Context: an optimization exercise on an open-source flow, tuned for a short achievable clock period and few clock cycles. The choices shown serve that exercise and are no tape-out recipe. In this exercise RTL edits were held to simulation tests only and were not proved equivalent to the original. Power is estimated from default activity; no workload was simulated.

File: flow/config.mk
export PLATFORM = sky130hd
export DESIGN_NAME = Top
export DESIGN_NICKNAME = Top
export VERILOG_FILES = /design/flow/design.v
export SDC_FILE = /design/flow/constraint.sdc
export NUM_CORES = 8
export LEC_CHECK = 0
export ABC_CLOCK_PERIOD_IN_PS = 1000
export CAP_MARGIN = 30
export CORE_MARGIN = 2
export CORE_UTILIZATION = 30
export SETUP_SLACK_MARGIN = 5
export SLEW_MARGIN = 30
export SYNTH_HIERARCHICAL = 1
export SYNTH_MEMORY_MAX_BITS = 16384
export SYNTH_MINIMUM_KEEP_SIZE = 0
File: flow/constraint.sdc
create_clock -name core_clock -period 11.0 [get_ports {clock}]
set_input_delay 2.2000 -clock core_clock [delete_from_list [all_inputs] [get_ports {clock}]]
set_output_delay 2.2000 -clock core_clock [all_outputs]
set_load 0.01 [all_outputs]
File: flow/design.v
module Top(
  input         clock,
  input         reset,
  output [9:0]  imem_addr,
  input  [31:0] imem_inst,
  output [9:0]  dmem_addr,
  output [63:0] dmem_wdata,
  output        dmem_we,
  input  [63:0] dmem_rdata
);
  parameter LW = 6;                  
  parameter AHEAD = 40;
  localparam NW = 1 << LW;
  reg  [9:0]  ipa;             
  reg         fill_v;
  reg  [9:0]  fill_a;
  reg  [31:0] fill_d;
  reg  [9:0]  hi;              
  reg  [46:0] ib [0:NW-1];       
  reg  [NW-1:0] ibv;             
  assign imem_addr = ipa;
  reg  [9:0]  fpc;             
  reg  [9:0]  fpc1;            
  reg         rmis;
  reg  [9:0]  rnpc, rnpc1;
  reg         rdred;
  reg  [9:0]  rdtg, rdtg1;
  wire [9:0]  fad  = fpc;
  wire [9:0]  fad1 = fpc1;
  reg         dv0, dv1;
  reg  [31:0] di0, di1;
  reg  [9:0]  dp0, dp1;
  reg         dpt0, dpt1;        
  reg  [9:0]  dtg0, dtg1;
  reg         ev0, ev1;
  reg         ewen0, ewen1, eld0, eld1, est0, est1, ebr0, ebr1, ept0, ept1;
  reg         esub0, esub1, eand0, eand1, eor0, eor1;
  reg         eq0b1;              
  reg  [4:0]  erd0, erd1;
  reg  [63:0] ea0, ea1, eb0, eb1;
  reg  [11:0] eimm0, eimm1;
  reg  [4:0]  fa0, fa1, fb0, fb1;      
  reg         fbld0, fbld1;            
  reg  [9:0]  etg0, etg1, epc10, epc11;
  reg  [9:0]  etg0p, etg1p, epc10p, epc11p;    
  reg         m_we;
  reg  [9:0]  m_addr;
  reg  [63:0] m_wdata;
  reg         mwen0, mwen1, mld0, mld1;
  reg  [4:0]  mrd0, mrd1;
  reg  [63:0] mres0, mres1;
  reg         wwen0, wwen1;
  reg  [4:0]  wrd0, wrd1;
  reg  [63:0] wres0, wres1;
  parameter SBN = 4;
  reg  [9:0]  sba [0:SBN-1];
  reg  [63:0] sbd [0:SBN-1];
  reg  [3:0]  sbn;             
  reg  [2:0]  mcnt;            
  assign dmem_addr  = m_addr;
  assign dmem_wdata = m_wdata;
  assign dmem_we    = m_we;
  wire [63:0] rf [0:31];
  assign rf[0] = 64'd0;
  genvar gi;
  generate
    for (gi = 1; gi < 32; gi = gi + 1) begin : RF
      reg [63:0] r;
      always @(posedge clock) begin
        if (reset) r <= 64'd0;
        else if (wwen1 && wrd1 == gi) r <= wres1;
        else if (wwen0 && wrd0 == gi) r <= wres0;
      end
      assign rf[gi] = r;
    end
  endgenerate
  reg  [31:1] zf;
  wire wz0 = (wres0 == 64'd0), wz1 = (wres1 == 64'd0);
  wire mz0 = (mres0 == 64'd0), mz1 = (mres1 == 64'd0);
  function [63:0] rdreg(input [4:0] a);
    rdreg = (wwen1 && wrd1 == a) ? wres1 :
            (wwen0 && wrd0 == a) ? wres0 : rf[a];
  endfunction
  wire [46:0] r0e = ib[fad[LW-1:0]];
  wire [46:0] r1e = ib[fad1[LW-1:0]];
  wire       r0v  = ibv[fad[LW-1:0]]  & (r0e[46:43] == fad[9:LW]);
  wire       r1v  = ibv[fad1[LW-1:0]] & (r1e[46:43] == fad1[9:LW]);
  wire [31:0] r0  = r0e[31:0],  r1  = r1e[31:0];
  wire [9:0]  r0t = r0e[41:32], r1t = r1e[41:32];
  wire        r0p = r0e[42],    r1p = r1e[42];
  wire        fl_pt  = fill_d[6] & (fill_d[31] | (fill_d[19:15] == fill_d[24:20]));
  wire [9:0]  fl_tgt = fill_a + {fill_d[7], fill_d[30:25], fill_d[11:9]};
  wire [4:0] rd0 = di0[11:7],  rd1 = di1[11:7];
  wire [4:0] s10 = di0[19:15], s11 = di1[19:15];
  wire [4:0] s20 = di0[24:20], s21 = di1[24:20];
  wire br0 = di0[6], br1 = di1[6];
  wire isr0  = ~di0[6] &  di0[5] &  di0[4], isr1  = ~di1[6] &  di1[5] &  di1[4];
  wire ori0  = ~di0[6] & ~di0[5] &  di0[4], ori1  = ~di1[6] & ~di1[5] &  di1[4];
  wire lw0   = ~di0[6] & ~di0[5] & ~di0[4], lw1   = ~di1[6] & ~di1[5] & ~di1[4];
  wire sw0   = ~di0[6] &  di0[5] & ~di0[4], sw1   = ~di1[6] &  di1[5] & ~di1[4];
  wire wr0   = (isr0 | ori0 | lw0) & (rd0 != 5'd0);
  wire wr1   = (isr1 | ori1 | lw1) & (rd1 != 5'd0);
  wire u20   = isr0 | sw0 | br0,  u21 = isr1 | sw1 | br1;
  wire mem0  = lw0 | sw0,         mem1 = lw1 | sw1;
  function ldhit(input [4:0] a, input v1, input l1, input w1, input [4:0] r1,
                 input v0, input l0, input w0, input [4:0] r0);
    ldhit = (v1 & l1 & w1 & (r1 == a)) | (v0 & l0 & w0 & (r0 == a) & ~(v1 & w1 & (r1 == a)));
  endfunction
  wire haz0 = ldhit(s10, ev1, eld1, ewen1, erd1, ev0, eld0, ewen0, erd0) | (u20 & ~sw0 & ldhit(s20, ev1, eld1, ewen1, erd1, ev0, eld0, ewen0, erd0));
  wire haz1 = ldhit(s11, ev1, eld1, ewen1, erd1, ev0, eld0, ewen0, erd0) | (u21 & ~sw1 & ldhit(s21, ev1, eld1, ewen1, erd1, ev0, eld0, ewen0, erd0));
  wire sub0  = isr0 & di0[30] & (di0[14:12] == 3'b000);
  wire bz1   = br1 & (((s11 == rd0) & (s21 == 5'd0)) | ((s11 == 5'd0) & (s21 == rd0)));
  wire sbq1d = sub0 & (rd0 != 5'd0) & bz1;
  wire dep10 = wr0 & ((s11 == rd0) | (u21 & (s21 == rd0))) & ~sbq1d;
  function [4:0] fsel(input [4:0] a);
    reg hm1, hm0, hw1, hw0;
    begin
      hm1 = ev1 & ewen1 & (erd1 == a);
      hm0 = ev0 & ewen0 & (erd0 == a);
      hw1 = mwen1 & (mrd1 == a);
      hw0 = mwen0 & (mrd0 == a);
      fsel[0] = hm1;
      fsel[1] = ~hm1 & hm0;
      fsel[2] = ~hm1 & ~hm0 & hw1;
      fsel[3] = ~hm1 & ~hm0 & ~hw1 & hw0;
      fsel[4] = ~hm1 & ~hm0 & ~hw1 & ~hw0;
    end
  endfunction
  function fldsel(input [4:0] a);    
    fldsel = (ev1 & ewen1 & (erd1 == a)) ? eld1 : (ev0 & ewen0 & (erd0 == a) & eld0);
  endfunction
  wire [63:0] A0, B0, A1, B1, res0, res1;
  wire        eq0, eq1;
  ExFwd fw0 (.fa(fa0), .fb(fb0), .ra(ea0), .rb(eb0), .m1(mres1), .m0(mres0),
             .w1(wres1), .w0(wres0), .a(A0), .b(B0));
  ExFwd fw1 (.fa(fa1), .fb(fb1), .ra(ea1), .rb(eb1), .m1(mres1), .m0(mres0),
             .w1(wres1), .w0(wres0), .a(A1), .b(B1));
  wire [63:0] sum0, sum1;
  KsAdd add0 (.a(A0), .b(B0), .sub(esub0), .s(sum0));
  KsAdd add1 (.a(A1), .b(B1), .sub(esub1), .s(sum1));
  EqCmp cmp0 (.a(A0), .b(B0), .eq(eq0));
  EqCmp cmp1 (.a(A1), .b(B1), .eq(eq1));
  assign res0 = eand0 ? (A0 & B0) : eor0 ? (A0 | B0) : sum0;
  assign res1 = eand1 ? (A1 & B1) : eor1 ? (A1 | B1) : sum1;
  wire xv0 = ev0 & ~rmis, xv1 = ev1 & ~rmis & ~rdred;
  wire mis0 = xv0 & ebr0 & (eq0 != ept0);
  wire eq1b = eq0b1 ? eq0 : eq1;
  wire mis1 = xv1 & ebr1 & (eq1b != ept1) & ~mis0;
  wire emis = mis0 | mis1;
  wire [9:0] enpc  = mis0 ? (eq0 ? etg0 : epc10) : (eq1b ? etg1 : epc11);
  wire [9:0] enpc1 = mis0 ? (eq0 ? etg0p : epc10p) : (eq1b ? etg1p : epc11p);
  wire [11:0] ad0 = A0[11:0] + eimm0;
  wire [11:0] ad1 = A1[11:0] + eimm1;
  reg         mhit;
  reg  [63:0] mhd;
  integer k;
  always @(*) begin
    mhit = 1'b0;
    mhd  = 64'd0;
    for (k = 0; k < SBN; k = k + 1)
      if (k < mcnt && sba[k] == m_addr) begin
        mhit = 1'b1;
        mhd  = sbd[k];
      end
  end
  wire [63:0] ldv = mhit ? mhd : dmem_rdata;
  wire [63:0] sd0 = fbld0 ? ldv : B0;
  wire [63:0] sd1 = fbld1 ? ldv : B1;
  wire        eld  = (xv0 & eld0) | (xv1 & eld1);
  wire [9:0]  lda  = eld0 ? ad0[11:2] : ad1[11:2];
  wire [4:0] sbe    = sbn + {4'd0, ev0 & est0} + {4'd0, ev1 & est1};
  wire       sbok1  = sbe <= SBN - 1;
  wire       sbok2  = sbe <= SBN - 2;
  wire iss0n = dv0 & ~haz0 & (~sw0 | sbok1);
  wire iss1n = iss0n & dv1 & ~haz1 & ~dep10 & ~(lw0 & lw1) & ~(br0 & sw1) &
               (~sw1 | (sw0 ? sbok2 : sbok1));
  wire iss0 = iss0n & ~rmis & ~rdred;
  wire iss1 = iss1n & ~rmis & ~rdred;
  wire keep0n = dv0 & ~iss0n;
  function kz(input [4:0] a,
              input e1, input [4:0] r1, input s1, input q1,
              input e0, input [4:0] r0, input s0, input q0,
              input m1, input [4:0] n1, input l1, input z1,
              input m0, input [4:0] n0, input l0, input z0,
              input x1, input [4:0] t1, input y1,
              input x0, input [4:0] t0, input y0,
              input [31:1] zz);
    if (a == 5'd0)               kz = 1'b1;
    else if (e1 && r1 == a)      kz = 1'b0;      
    else if (e0 && r0 == a)      kz = 1'b0;
    else if (m1 && n1 == a)      kz = ~l1 & z1;
    else if (m0 && n0 == a)      kz = ~l0 & z0;
    else if (x1 && t1 == a)      kz = y1;
    else if (x0 && t0 == a)      kz = y0;
    else                         kz = zz[a];
  endfunction
  wire kz1 = kz(s10, ev1 & ewen1, erd1, esub1, eq1, ev0 & ewen0, erd0, esub0, eq0,
                mwen1, mrd1, mld1, mz1, mwen0, mrd0, mld0, mz0,
                wwen1, wrd1, wz1, wwen0, wrd0, wz0, zf);
  wire kz2 = kz(s20, ev1 & ewen1, erd1, esub1, eq1, ev0 & ewen0, erd0, esub0, eq0,
                mwen1, mrd1, mld1, mz1, mwen0, mrd0, mld0, mz0,
                wwen1, wrd1, wz1, wwen0, wrd0, wz0, zf);
  wire zp0  = br0 & kz1 & kz2;
  wire dred = iss0 & ~dpt0 & zp0;
  wire keep1n = dv1 & iss0n & ~iss1n;
  wire keep0 = dv0 & ~iss0 & ~rmis & ~rdred;          
  wire keep1 = dv1 & iss0 & ~iss1 & ~rmis & ~rdred;     
  wire [9:0] ahead    = ipa - fpc;
  wire [9:0] need     = fpc - hi;
  wire [9:0] inflight = ipa - hi;
  wire       restart  = ~rmis & ~r0v & (need > inflight + 10'd2);
  wire       pf_go    = (ahead < AHEAD) | ahead[9];
  always @(posedge clock) begin
    if (reset) begin
      ipa <= 10'd0; fill_v <= 1'b0; hi <= 10'd0; ibv <= {NW{1'b0}};
      fpc <= 10'd0; fpc1 <= 10'd1;
      rmis <= 1'b0;
      rdred <= 1'b0;
      dv0 <= 1'b0; dv1 <= 1'b0;
      ev0 <= 1'b0; ev1 <= 1'b0;
      zf <= {31{1'b1}};
      ewen0 <= 1'b0; ewen1 <= 1'b0; eld0 <= 1'b0; eld1 <= 1'b0;
      est0 <= 1'b0; est1 <= 1'b0; ebr0 <= 1'b0; ebr1 <= 1'b0;
      m_we <= 1'b0; mwen0 <= 1'b0; mwen1 <= 1'b0; mld0 <= 1'b0; mld1 <= 1'b0;
      sbn <= 5'd0;
      wwen0 <= 1'b0; wwen1 <= 1'b0;
    end else begin
      if (fill_v) ibv[fill_a[LW-1:0]] <= 1'b1;
      if (fill_v & ~restart) hi <= fill_a + 10'd1;
      if (restart) begin
        ipa <= fpc; fill_v <= 1'b0; hi <= fpc;
      end else if (pf_go) begin
        ipa <= ipa + 10'd1; fill_v <= 1'b1;
      end else begin
        fill_v <= 1'b0;
      end
      rmis <= emis;
      rdred <= dred;
      if (rmis) begin
        dv0 <= 1'b0; dv1 <= 1'b0;
        fpc <= rnpc; fpc1 <= rnpc1;
      end else if (rdred) begin
        dv0 <= 1'b0; dv1 <= 1'b0;
        fpc <= rdtg; fpc1 <= rdtg1;
      end else if (keep0) begin
        if (~dv1 & r0v) begin
          dv1 <= 1'b1;
          fpc <= r0p ? r0t : fad1; fpc1 <= (r0p ? r0t : fad1) + 10'd1;
        end
      end else if (keep1) begin
        dv0 <= 1'b1;
        dv1 <= r0v;
        if (r0v) begin fpc <= r0p ? r0t : fad1; fpc1 <= (r0p ? r0t : fad1) + 10'd1; end
      end else begin
        dv0 <= r0v;
        dv1 <= r0v & ~r0p & r1v;
        if (r0v & r0p) begin fpc <= r0t; fpc1 <= r0t + 10'd1; end
        else if (r0v & r1v) begin fpc <= r1p ? r1t : fad + 10'd2; fpc1 <= (r1p ? r1t : fad + 10'd2) + 10'd1; end
        else if (r0v) begin fpc <= fad1; fpc1 <= fad1 + 10'd1; end
        else begin fpc <= fad; fpc1 <= fad1; end
      end
      ev0 <= iss0; ev1 <= iss1;
      ewen0 <= iss0 & wr0;  ewen1 <= iss1 & wr1;
      eld0  <= iss0 & lw0;  eld1  <= iss1 & lw1;
      est0  <= iss0 & sw0;  est1  <= iss1 & sw1;
      ebr0  <= iss0 & br0;  ebr1  <= iss1 & br1;
      m_we    <= ~eld & (sbn != 5'd0);
      sbn     <= sbn - {4'd0, sbdq} + {4'd0, sbq0} + {4'd0, sbq1};
      mwen0   <= xv0 & ewen0;
      mwen1   <= xv1 & ewen1 & ~mis0;
      mld0    <= xv0 & eld0;
      mld1    <= xv1 & eld1 & ~mis0;
      begin : zfu
        integer i;
        for (i = 1; i < 32; i = i + 1)
          if (wwen1 && wrd1 == i) zf[i] <= wz1;
          else if (wwen0 && wrd0 == i) zf[i] <= wz0;
      end
      wwen0 <= mwen0; wwen1 <= mwen1;
    end
  end
  wire       sbq0 = xv0 & est0;
  wire       sbq1w = xv1 & est1;
  wire       sbq1 = sbq1w;
  wire       sbdq = ~eld & (sbn != 5'd0);
  wire [4:0] sbn1 = sbn - {4'd0, sbdq};           
  wire [4:0] sbn2 = sbq0 ? sbn1 + 5'd1 : sbn1;
  always @(posedge clock) begin
    if (fill_v)
      ib[fill_a[LW-1:0]] <= {fill_a[9:LW], fl_pt, fl_tgt, fill_d};
    fill_a <= ipa;
    fill_d <= imem_inst;
    if (keep0n) begin
      if (~dv1) begin di1 <= r0; dp1 <= fad; dpt1 <= r0p; dtg1 <= r0t; end
    end else if (keep1n) begin
      di0 <= di1; dp0 <= dp1; dpt0 <= dpt1; dtg0 <= dtg1;
      di1 <= r0;  dp1 <= fad; dpt1 <= r0p;  dtg1 <= r0t;
    end else begin
      di0 <= r0;  dp0 <= fad;  dpt0 <= r0p; dtg0 <= r0t;
      di1 <= r1;  dp1 <= fad1; dpt1 <= r1p; dtg1 <= r1t;
    end
    rnpc  <= enpc; rnpc1 <= enpc1;
    rdtg  <= dtg0; rdtg1 <= dtg0 + 10'd1;
    ept0  <= dpt0 | zp0;  ept1  <= dpt1;
    esub0 <= isr0 & di0[30] & (di0[14:12] == 3'b000);
    esub1 <= isr1 & di1[30] & (di1[14:12] == 3'b000);
    eq0b1 <= sbq1d;
    eand0 <= isr0 & (di0[14:12] == 3'b111);
    eand1 <= isr1 & (di1[14:12] == 3'b111);
    eor0  <= ori0 | (isr0 & (di0[14:12] == 3'b110));
    eor1  <= ori1 | (isr1 & (di1[14:12] == 3'b110));
    erd0  <= rd0; erd1 <= rd1;
    ea0   <= rdreg(s10);
    ea1   <= rdreg(s11);
    eb0   <= ori0 ? {{52{di0[31]}}, di0[31:20]} : rdreg(s20);
    eb1   <= ori1 ? {{52{di1[31]}}, di1[31:20]} : rdreg(s21);
    eimm0 <= sw0 ? {di0[31:25], di0[11:7]} : di0[31:20];
    eimm1 <= sw1 ? {di1[31:25], di1[11:7]} : di1[31:20];
    fa0   <= fsel(s10);
    fa1   <= fsel(s11);
    fb0   <= ori0 ? 5'b10000 : fsel(s20);
    fb1   <= ori1 ? 5'b10000 : fsel(s21);
    fbld0 <= fldsel(s20);
    fbld1 <= fldsel(s21);
    etg0  <= dtg0; etg1 <= dtg1;
    epc10 <= dp0 + 10'd1; epc11 <= dp1 + 10'd1;
    etg0p <= dtg0 + 10'd1; etg1p <= dtg1 + 10'd1;
    epc10p <= dp0 + 10'd2; epc11p <= dp1 + 10'd2;
    m_addr  <= eld ? lda : sba[0];
    m_wdata <= sbd[0];
    mcnt    <= sbn[2:0] + {2'd0, eld1 & est0};
    begin : sbw
      integer j;
      for (j = 0; j < SBN; j = j + 1) begin
        if (sbq0 && j == sbn1) begin
          sba[j] <= ad0[11:2]; sbd[j] <= sd0;
        end else if (sbq1w && j == sbn2) begin
          sba[j] <= ad1[11:2]; sbd[j] <= sd1;
        end else if (sbdq && j < SBN - 1) begin
          sba[j] <= sba[j + 1]; sbd[j] <= sbd[j + 1];
        end
      end
    end
    mrd0    <= erd0; mrd1 <= erd1;
    mres0   <= res0; mres1 <= res1;
    wrd0  <= mrd0;  wrd1  <= mrd1;
    wres0 <= mld0 ? ldv : mres0;
    wres1 <= mld1 ? ldv : mres1;
  end
endmodule
module KsAdd(
  input  [63:0] a,
  input  [63:0] b,
  input         sub,
  output [63:0] s
);
  wire [63:0] bb = b ^ {64{sub}};
  wire [63:0] g0 = a & bb;
  wire [63:0] p0 = a ^ bb;
  wire [63:0] g [0:6];
  wire [63:0] p [0:6];
  assign g[0] = {g0[63:1], g0[0] | (p0[0] & sub)};
  assign p[0] = p0;
  genvar l, i;
  generate
    for (l = 0; l < 6; l = l + 1) begin : L
      for (i = 0; i < 64; i = i + 1) begin : B
        if (i >= (1 << l)) begin : M
          assign g[l+1][i] = g[l][i] | (p[l][i] & g[l][i - (1 << l)]);
          assign p[l+1][i] = p[l][i] & p[l][i - (1 << l)];
        end else begin : T
          assign g[l+1][i] = g[l][i];
          assign p[l+1][i] = p[l][i];
        end
      end
    end
  endgenerate
  assign s = p0 ^ {g[6][62:0], sub};
endmodule
module ExFwd(
  input  [4:0]  fa,
  input  [4:0]  fb,
  input  [63:0] ra,
  input  [63:0] rb,
  input  [63:0] m1,
  input  [63:0] m0,
  input  [63:0] w1,
  input  [63:0] w0,
  output [63:0] a,
  output [63:0] b
);
  assign a = ({64{fa[0]}} & m1) | ({64{fa[1]}} & m0) | ({64{fa[2]}} & w1) |
             ({64{fa[3]}} & w0) | ({64{fa[4]}} & ra);
  assign b = ({64{fb[0]}} & m1) | ({64{fb[1]}} & m0) | ({64{fb[2]}} & w1) |
             ({64{fb[3]}} & w0) | ({64{fb[4]}} & rb);
endmodule
module EqCmp(
  input  [63:0] a,
  input  [63:0] b,
  output        eq
);
  assign eq = (a == b);
endmodule
File: flow/flow/run.sh
#!/bin/bash
# Layout flow: the standard synthesis unchanged, then the standard ORFS
# steps with a larger setup-slack margin for the timing repair (the clock,
# its period and the I/O constraints are the design's, as in constraint.sdc).
set -uo pipefail
REPAIR_MARGIN=7.5
sed -e "s/SETUP_SLACK_MARGIN=[^ ]*/SETUP_SLACK_MARGIN=${REPAIR_MARGIN}/" standard.sh > layout_standard.sh
bash standard.sh synth > synth_make.log 2>&1 || { echo "synthesis failed"; exit 1; }
bash layout_standard.sh finish > layout_make.log 2>&1 || { echo "layout failed"; exit 1; }
test -f out/final.def || { echo "no final.def"; exit 1; }
File: flow/standard.sh
#!/bin/bash
# synth_recipe.tcl (not shown) runs the flow's synth.tcl, then flattens the netlist and writes it again
# the make line also repeats each setting of config.mk as NAME=value (left out here)
make -C /OpenROAD-flow-scripts/flow DESIGN_CONFIG=/design/flow/config.mk WORK_HOME=/design/flow/orfs CLKGATE_MAP_FILE= SYNTH_SCRIPT=/design/flow/synth_recipe.tcl "${@:-finish}"
==> results.yml, run 1 <==
floorplan:
  dieHeight_um: 1070
  rows: 390
  start_util_pct: 30.0
  die_w_um: 1070
  io_pins: 183
placement:
  gp_congestion: 1.12
  portBuffers: 178
  hpwl_um: 1220000
  dp_slack_ps: 4520
synth:
  synth_commonest_cells: "3208 x nor2_1, 3146 x edfxtp_1, 2969 x dfxtp_1"
  syn_area_per_cell_sq_um: 11.0
  synth_seq_cells: 6115
  synth_nets: 31200
  ys_seq_area_share_pct: 45.5
  synthesis.area_sq_um: 338000
  ys_types: 103
  async_reset_ff_share_pct: 0
  yosysTopAreaCell: "edfxtp_1"
  yosys.cell_count.top_type: "nor2_1"
  yosys_warnings: 10
  ys.flop_type: "edfxtp_1"
  synth_area_leaders: "edfxtp_1 28%, dfxtp_1 18%, mux4_2 11%"
  syn_inst: 30800
  synth-edff-count: 3146
  synth_top_area_share_pct: 27.9
global_route:
  grt_max_degree: 208
  grt-ovfl-total: 1
  grt_util_all_layers_pct: 41.8
clock_network:
  clockBufferDepth: 5
  hold_buffers: 0
  root_buffer: "clkbuf_16"
  numCtsBuffers: 659
  cts_max_level: 6
  numClockSinks: 6115
outcome:
  outcome: "stopped before the end"
  firstError: "[ERROR GRT-0232] Routing congestion too high. Check the congestion heatmap in the GUI."
  stop_stage: "global routing"
-- per-layer routing --
metal / GRT usage, % / overflow
met3: 34.5 / 0
met1: 43.9 / 1
met5: 24.9 / 0
met2: 49.5 / 0
met4: 35.7 / 0
-- cells by family after synthesis --
kind of cell	count (synthesis)	synth area share [%]
flip-flops	6115	45.5
AND/OR/NAND/NOR	6702	8.55
adder cells (fa/ha/maj)	251	0.944
buffers and inverters	3520	4.20
AO/OA/AOI/OAI	9537	20.9
XOR/XNOR	692	1.79
multiplexers	4028	18.1
-- power groups by stage --
stage	clock, mW	combinational, mW	sequential (mW)
floorplan	0	4.47	26.6
detailed placement	0	8.35	27.0
CTS	23.3	11.1	26.5
global placement	0	8.27	27.0
-- stage by stage --
stage | total power, mW | area, sq um | cells
after detailed placement | 35.4 | 359000 | 43700
after CTS | 61.0 | 415000 | 46400
after floorplan | 31.1 | 340000 | 30800
after global placement | 35.3 | 358000 | 43700
-- Yosys stat by module, one instance, submodules excluded --
module / times used / area (sq um)
ExFwd: 2 / 3220
EqCmp: 2 / 698
KsAdd: 2 / 4490
Top: 1 / 321000
-- worst max path at each step --
stage | start | endpoint | slack (ps) | depth (start not counted)
floorplan | di0[23] | fpc1[8] | 6540 | 11
global placement | flip-flop | di1[16] | 4020 | 9
detailed placement | flip-flop | flip-flop | 4520 | 16
CTS | flip-flop | fpc1[9] | 6390 | 17
-- timing repair --
action	4_1_cts
gates cloned	295
pin swaps	1037
resized for setup	3905
setup buffers	1179
endpoints found under the setup margin	4352
Testbench counts, summed over its fixed seeds: cycles 17,334.
==> run 2: changes to the inputs <==
--- a/flow/design.v
+++ b/flow/design.v
@@ -24,6 +24,7 @@
   reg         rmis;
   reg  [9:0]  rnpc, rnpc1;
   reg         rdred;
+  reg         rkill1;            
   reg  [9:0]  rdtg, rdtg1;
   wire [9:0]  fad  = fpc;
   wire [9:0]  fad1 = fpc1;
@@ -77,6 +78,9 @@
   reg  [31:1] zf;
   wire wz0 = (wres0 == 64'd0), wz1 = (wres1 == 64'd0);
   wire mz0 = (mres0 == 64'd0), mz1 = (mres1 == 64'd0);
+  reg  [31:1] of;
+  wire wo0 = (wres0 == 64'd1), wo1 = (wres1 == 64'd1);
+  wire mo0 = (mres0 == 64'd1), mo1 = (mres1 == 64'd1);
   function [63:0] rdreg(input [4:0] a);
     rdreg = (wwen1 && wrd1 == a) ? wres1 :
             (wwen0 && wrd0 == a) ? wres0 : rf[a];
@@ -142,7 +146,7 @@
   EqCmp cmp1 (.a(A1), .b(B1), .eq(eq1));
   assign res0 = eand0 ? (A0 & B0) : eor0 ? (A0 | B0) : sum0;
   assign res1 = eand1 ? (A1 & B1) : eor1 ? (A1 | B1) : sum1;
-  wire xv0 = ev0 & ~rmis, xv1 = ev1 & ~rmis & ~rdred;
+  wire xv0 = ev0 & ~rmis, xv1 = ev1 & ~rmis & ~rkill1;
   wire mis0 = xv0 & ebr0 & (eq0 != ept0);
   wire eq1b = eq0b1 ? eq0 : eq1;
   wire mis1 = xv1 & ebr1 & (eq1b != ept1) & ~mis0;
@@ -200,8 +204,19 @@
   wire kz2 = kz(s20, ev1 & ewen1, erd1, esub1, eq1, ev0 & ewen0, erd0, esub0, eq0,
                 mwen1, mrd1, mld1, mz1, mwen0, mrd0, mld0, mz0,
                 wwen1, wrd1, wz1, wwen0, wrd0, wz0, zf);
+  wire ko1 = (s10 != 5'd0) &
+             kz(s10, ev1 & ewen1, erd1, esub1, eq1, ev0 & ewen0, erd0, esub0, eq0,
+                mwen1, mrd1, mld1, mo1, mwen0, mrd0, mld0, mo0,
+                wwen1, wrd1, wo1, wwen0, wrd0, wo0, of);
+  wire ko2 = (s20 != 5'd0) &
+             kz(s20, ev1 & ewen1, erd1, esub1, eq1, ev0 & ewen0, erd0, esub0, eq0,
+                mwen1, mrd1, mld1, mo1, mwen0, mrd0, mld0, mo0,
+                wwen1, wrd1, wo1, wwen0, wrd0, wo0, of);
   wire zp0  = br0 & kz1 & kz2;
-  wire dred = iss0 & ~dpt0 & zp0;
+  wire zp1  = sbq1d & ((kz1 & kz2) | (ko1 & ko2));
+  wire dred0 = iss0 & ~dpt0 & zp0;
+  wire dred1 = iss1 & ~dpt1 & zp1;
+  wire dred = dred0 | dred1;
   wire keep1n = dv1 & iss0n & ~iss1n;
   wire keep0 = dv0 & ~iss0 & ~rmis & ~rdred;          
   wire keep1 = dv1 & iss0 & ~iss1 & ~rmis & ~rdred;     
@@ -216,6 +231,8 @@
       fpc <= 10'd0; fpc1 <= 10'd1;
       rmis <= 1'b0;
       rdred <= 1'b0;
+      rkill1 <= 1'b0;
+      of <= {31{1'b0}};
       dv0 <= 1'b0; dv1 <= 1'b0;
       ev0 <= 1'b0; ev1 <= 1'b0;
       zf <= {31{1'b1}};
@@ -236,6 +253,7 @@
       end
       rmis <= emis;
       rdred <= dred;
+      rkill1 <= dred0;
       if (rmis) begin
         dv0 <= 1'b0; dv1 <= 1'b0;
         fpc <= rnpc; fpc1 <= rnpc1;
@@ -273,8 +291,8 @@
       begin : zfu
         integer i;
         for (i = 1; i < 32; i = i + 1)
-          if (wwen1 && wrd1 == i) zf[i] <= wz1;
-          else if (wwen0 && wrd0 == i) zf[i] <= wz0;
+          if (wwen1 && wrd1 == i) begin zf[i] <= wz1; of[i] <= wo1; end
+          else if (wwen0 && wrd0 == i) begin zf[i] <= wz0; of[i] <= wo0; end
       end
       wwen0 <= mwen0; wwen1 <= mwen1;
     end
@@ -300,8 +318,8 @@
       di1 <= r1;  dp1 <= fad1; dpt1 <= r1p; dtg1 <= r1t;
     end
     rnpc  <= enpc; rnpc1 <= enpc1;
-    rdtg  <= dtg0; rdtg1 <= dtg0 + 10'd1;
-    ept0  <= dpt0 | zp0;  ept1  <= dpt1;
+    rdtg  <= dred0 ? dtg0 : dtg1; rdtg1 <= (dred0 ? dtg0 : dtg1) + 10'd1;
+    ept0  <= dpt0 | zp0;  ept1  <= dpt1 | zp1;
     esub0 <= isr0 & di0[30] & (di0[14:12] == 3'b000);
     esub1 <= isr1 & di1[30] & (di1[14:12] == 3'b000);
     eq0b1 <= sbq1d;
--- a/flow/flow/run.sh
+++ b/flow/flow/run.sh
@@ -3,7 +3,7 @@
 # steps with a larger setup-slack margin for the timing repair (the clock,
 # its period and the I/O constraints are the design's, as in constraint.sdc).
 set -uo pipefail
-REPAIR_MARGIN=7.5
+REPAIR_MARGIN=6.5
 sed -e "s/SETUP_SLACK_MARGIN=[^ ]*/SETUP_SLACK_MARGIN=${REPAIR_MARGIN}/" standard.sh > layout_standard.sh
 bash standard.sh synth > synth_make.log 2>&1 || { echo "synthesis failed"; exit 1; }
 bash layout_standard.sh finish > layout_make.log 2>&1 || { echo "layout failed"; exit 1; }
--- a/flow/config.mk
+++ b/flow/config.mk
@@ -7,8 +7,11 @@
 export LEC_CHECK = 0
 export ABC_CLOCK_PERIOD_IN_PS = 1000
 export CAP_MARGIN = 30
+export CELL_PAD_IN_SITES_DETAIL_PLACEMENT = 1
+export CELL_PAD_IN_SITES_GLOBAL_PLACEMENT = 2
 export CORE_MARGIN = 2
 export CORE_UTILIZATION = 30
+export PLACE_DENSITY = 0.5
 export SETUP_SLACK_MARGIN = 5
 export SLEW_MARGIN = 30
 export SYNTH_HIERARCHICAL = 1
==> run 2 against run 1 <==
  * Now fails the layout checks on antenna violations
  * Synthesized cell count rose by 7.5%
  * Area after synthesis rose by 0.70%
==> results.yml, run 2 <==
outcome:
  outcome: "complete, but fails checks"
  violations: "antenna violations"
setup_path:
  cp.required_ps: 12130
  crit_path_end_kind: "flip-flop"
  critPathLaunchType: "flip-flop"
  reg2reg_to: "rdtg1[4]"
  reg2reg_slack_ps: 5390
  arrival_ps: 6740
  r2r-start: "wres0[54]"
  r2r_cells: 19
  path_class: "flip-flop to flip-flop"
  cp_max_fo: 40
cells_and_area:
  fin_util_pct: 36.1
  nets: 33000
  area_growth_pct: 20.0
  stdcell_count: 49700
  largest_reg_flops: 2752
  fillers: 123000
  final_common_cell: "nand2_1"
  mostFrequentLayoutCells: "4497 x nand2_1, 3146 x edfxtp_1, 2984 x nor2_1"
  drive_gt1_share_pct: 20.2
  final_area_sq_um: 408000
synth:
  synth_area_leaders: "edfxtp_1 28%, dfxtp_1 18%, mux4_2 11%"
  yosys.cell_count.top_type: "nand2_1"
  yosys_warnings: 10
  yosysTopAreaCell: "edfxtp_1"
  synth_xor_area_share_pct: 1.83
  syn_inst: 33200
  synth_compound_area_share_pct: 21.0
  ys.flop_type: "edfxtp_1"
  yosys.area_share.simple_pct: 12.9
  synthesis.area_sq_um: 340000
  async_reset_ff_share_pct: 0
  synth_top_area_share_pct: 27.7
  ys_types: 96
  synth_seq_cells: 6167
  synth_top_family_by_area: "compound AO/OA/AOI/OAI gates"
  synthMuxAreaShare_pct: 13.4
  ys_seq_area_share_pct: 45.5
  syn_area_per_cell_sq_um: 10.3
  synth_fa_ha_area_share_pct: 0.941
  synth-edff-count: 3146
  synth_commonest_cells: "4721 x nand2_1, 3217 x nor2_1, 3146 x edfxtp_1"
  synth_nets: 33500
routing:
  drc: 0
  ant_nets: 9
  drt_pass1_iterations: 14
  vias: 375000
  wl_per_cell_um: 57.8
  drtIter0Drc: 73200
  vias_per_cell: 7.54
  drt_wl_total_um: 2870000
floorplan:
  start_util_pct: 30.1
  rows: 391
  io_pins: 183
  dieHeight_um: 1070
  die_w_um: 1070
  dieArea_sq_um: 1140000
  core_sq_um: 1130000
timing:
  setup_violations: 0
  final.period_utilization_pct: 51.0
  slew_headroom_pct: 8.51
  max_slew.worst_pin.slew_ps: 1370
  fmaxAchievable_ghz: 0.178
  maxSlewViolCount: 0
  rsz0062_at_grt: "yes"
  fin_tns_setup_ps: 0
  hold_viol_final: 0
  fin_skew_ps: 111
  fin_crit_ps: 5610
placement:
  place_inst: 46300
  hpwl_um: 1700000
  place_area_sq_um: 364000
  portBuffers: 178
  gp_congestion: 0.983
power_and_ir_drop:
  cellLeakagePower_nw: 137
  peakVddDrop_v: 0.000207
  power_density_nw_per_um2: 159
global_route:
  grt-ovfl-total: 0
  grt_pass1_wl_um: 3630000
  grt_pass1_vias: 333000
  grt_max_degree: 156
  grt_util_all_layers_pct: 48.2
  antenna_found_initial: 541
worst_hold_path:
  min_from: "sbd[0][22]"
  hold_depth: 0
  hold_path_end: "m_wdata[22]"
  hp-class: "flip-flop to flip-flop"
job:
  cap_viol_max_count: 0
clock_network:
  hold_buffers: 0
  tritoncts: "built"
  root_buffer: "clkbuf_16"
  cts_max_level: 6
  numClockSinks: 6167
  numCtsBuffers: 778
  clk_pin_slew_ps: 60
  clkLatencyLatePin_ps: 1290
  clockBufferDepth: 5
-- run 2: cell types whose count changed after synthesis, moves of 66 or more --
cell	change
a211oi_1	-1786
a221oi_1	-70
a22o_1	-91
a22oi_1	+239
a311oi_1	+1789
clkbuf_1	+262
mux2_2	+67
mux2i_1	-1773
nand2_1	+3022
nand3_1	+730
nand4_1	-66
-- run 2: worst max path at each step --
| stage | end | slack [ps] | startpoint | cells after the start |
|---|---|---|---|---|
| final | rdtg1[4] | 5390 | wres0[54] | 19 |
| after global routing | rdtg1[4] | 5490 | wres0[32] | 19 |
| after CTS | rdtg1[4] | 5620 | wres0[2] | 20 |
| after detailed placement | rdtg1[4] | 4300 | wres0[39] | 20 |
| after global placement | rdtg1[4] | 4230 | wres0[39] | 20 |
| after floorplan | rdtg1[4] | 6320 | di0[15] | 22 |
-- run 2: area by class of cell --
type | instances | area, sq um | share of cell area (%)
clock buffers | 1084 | 22000 | 5.39
well taps | 15100 | 18900 | 4.63
flip-flops and latches | 6167 | 155000 | 38.1
clock inverters | 338 | 3570 | 0.874
diodes | 1302 | 3260 | 0.798
multi-input cells | 23200 | 179000 | 43.8
repair buffers | 2299 | 25800 | 6.32
inverters | 148 | 656 | 0.161
-- run 2: metrics by stage --
stage	hold WS, ps	total power [mW]	setup WS (ps)
floorplan	329	31.2	6320
global placement	355	36.7	4230
detailed placement	357	36.8	4300
CTS	371	64.3	5620
global route	380	66.0	5490
finish	367	65.1	5390
-- run 2: power by group --
part	switching [mW]	internal [mW]
clock	11.7	15.3
combinational	8.38	2.88
sequential	1.03	25.8
-- run 2: per-module statistics from Yosys (local to each module, per instance) --
| module | cells | flip-flops and latches |
|---|---|---|
| EqCmp | 85 | 0 |
| Top | 30800 | 6167 |
| KsAdd | 646 | 0 |
| ExFwd | 454 | 0 |
-- run 2: cell families after synthesis --
kind of cell,count (synthesis)
flops,6167
xor+xnor,713
compound gates,9407
buf+inv,3784
simple gates,10500
mux,2378
fa+ha+maj,252
-- run 2: critical path, cell delays in order (launching register included) --
cell and delay [ps]:
dfxtp_2 300, buf_4 320, nor4_1 430, nand4_1 490, nor4_4 780, buf_6 270
nand2b_4 90, buf_12 130, nand2b_4 140, o311ai_4 90, buf_6 180, nand3_2 80
a22o_4 280, or2_4 290, nor4bb_4 350, buf_12 180, mux2_4 320, ha_4 180
mux4_2 410, and3_4 150
-- run 2: layer usage --
| layer | track usage, % | vias up | routed length, um |
|---|---|---|---|
| li1 | - | 130000 | - |
| met5 | 0.277 | - | 1160 |
| met3 | 18.6 | 13000 | 341000 |
| met4 | 40.3 | 96 | 311000 |
| met2 | 67.1 | 37800 | 1170000 |
| met1 | 58.4 | 194000 | 1050000 |
-- run 2: timing repair --
| action | CTS | global route |
|---|---|---|
| setup buffers | 361 | 218 |
| gates resized for setup | 1200 | 675 |
| endpoints found under the setup margin | 1549 | 749 |
| pin swaps | 271 | 351 |
| gates cloned | 68 | 23 |
Testbench counts of run 2, summed over its fixed seeds: cycles 17,239.

-- separate check: timing with driven ports --
In the flow no input, the clock included, has a driving cell. The finished layout below was timed again as built, in two steps. Step 1 assumes that a clkbuf_16 drives the clock port and a buf_2 every other input. Step 2 times the ports against the registers' clock, not the clock port: input delays grow and output delays shrink by t, the midpoint of the rising clock arrivals with the driver on. a / b / c = ideal ports / drivers / drivers and shift; a / b = the first two.
run: run 2
t, ns: 1.423
setup slack, ns: 5.392 / 5.392 / 5.392
hold slack, ns: 0.367 / 0.367 / 0.367
clock arrival spread, ns: 0.124 / 0.124
The setup slack of run 2 moves by 0.000 ns with the drivers and by 0.000 ns with both steps.
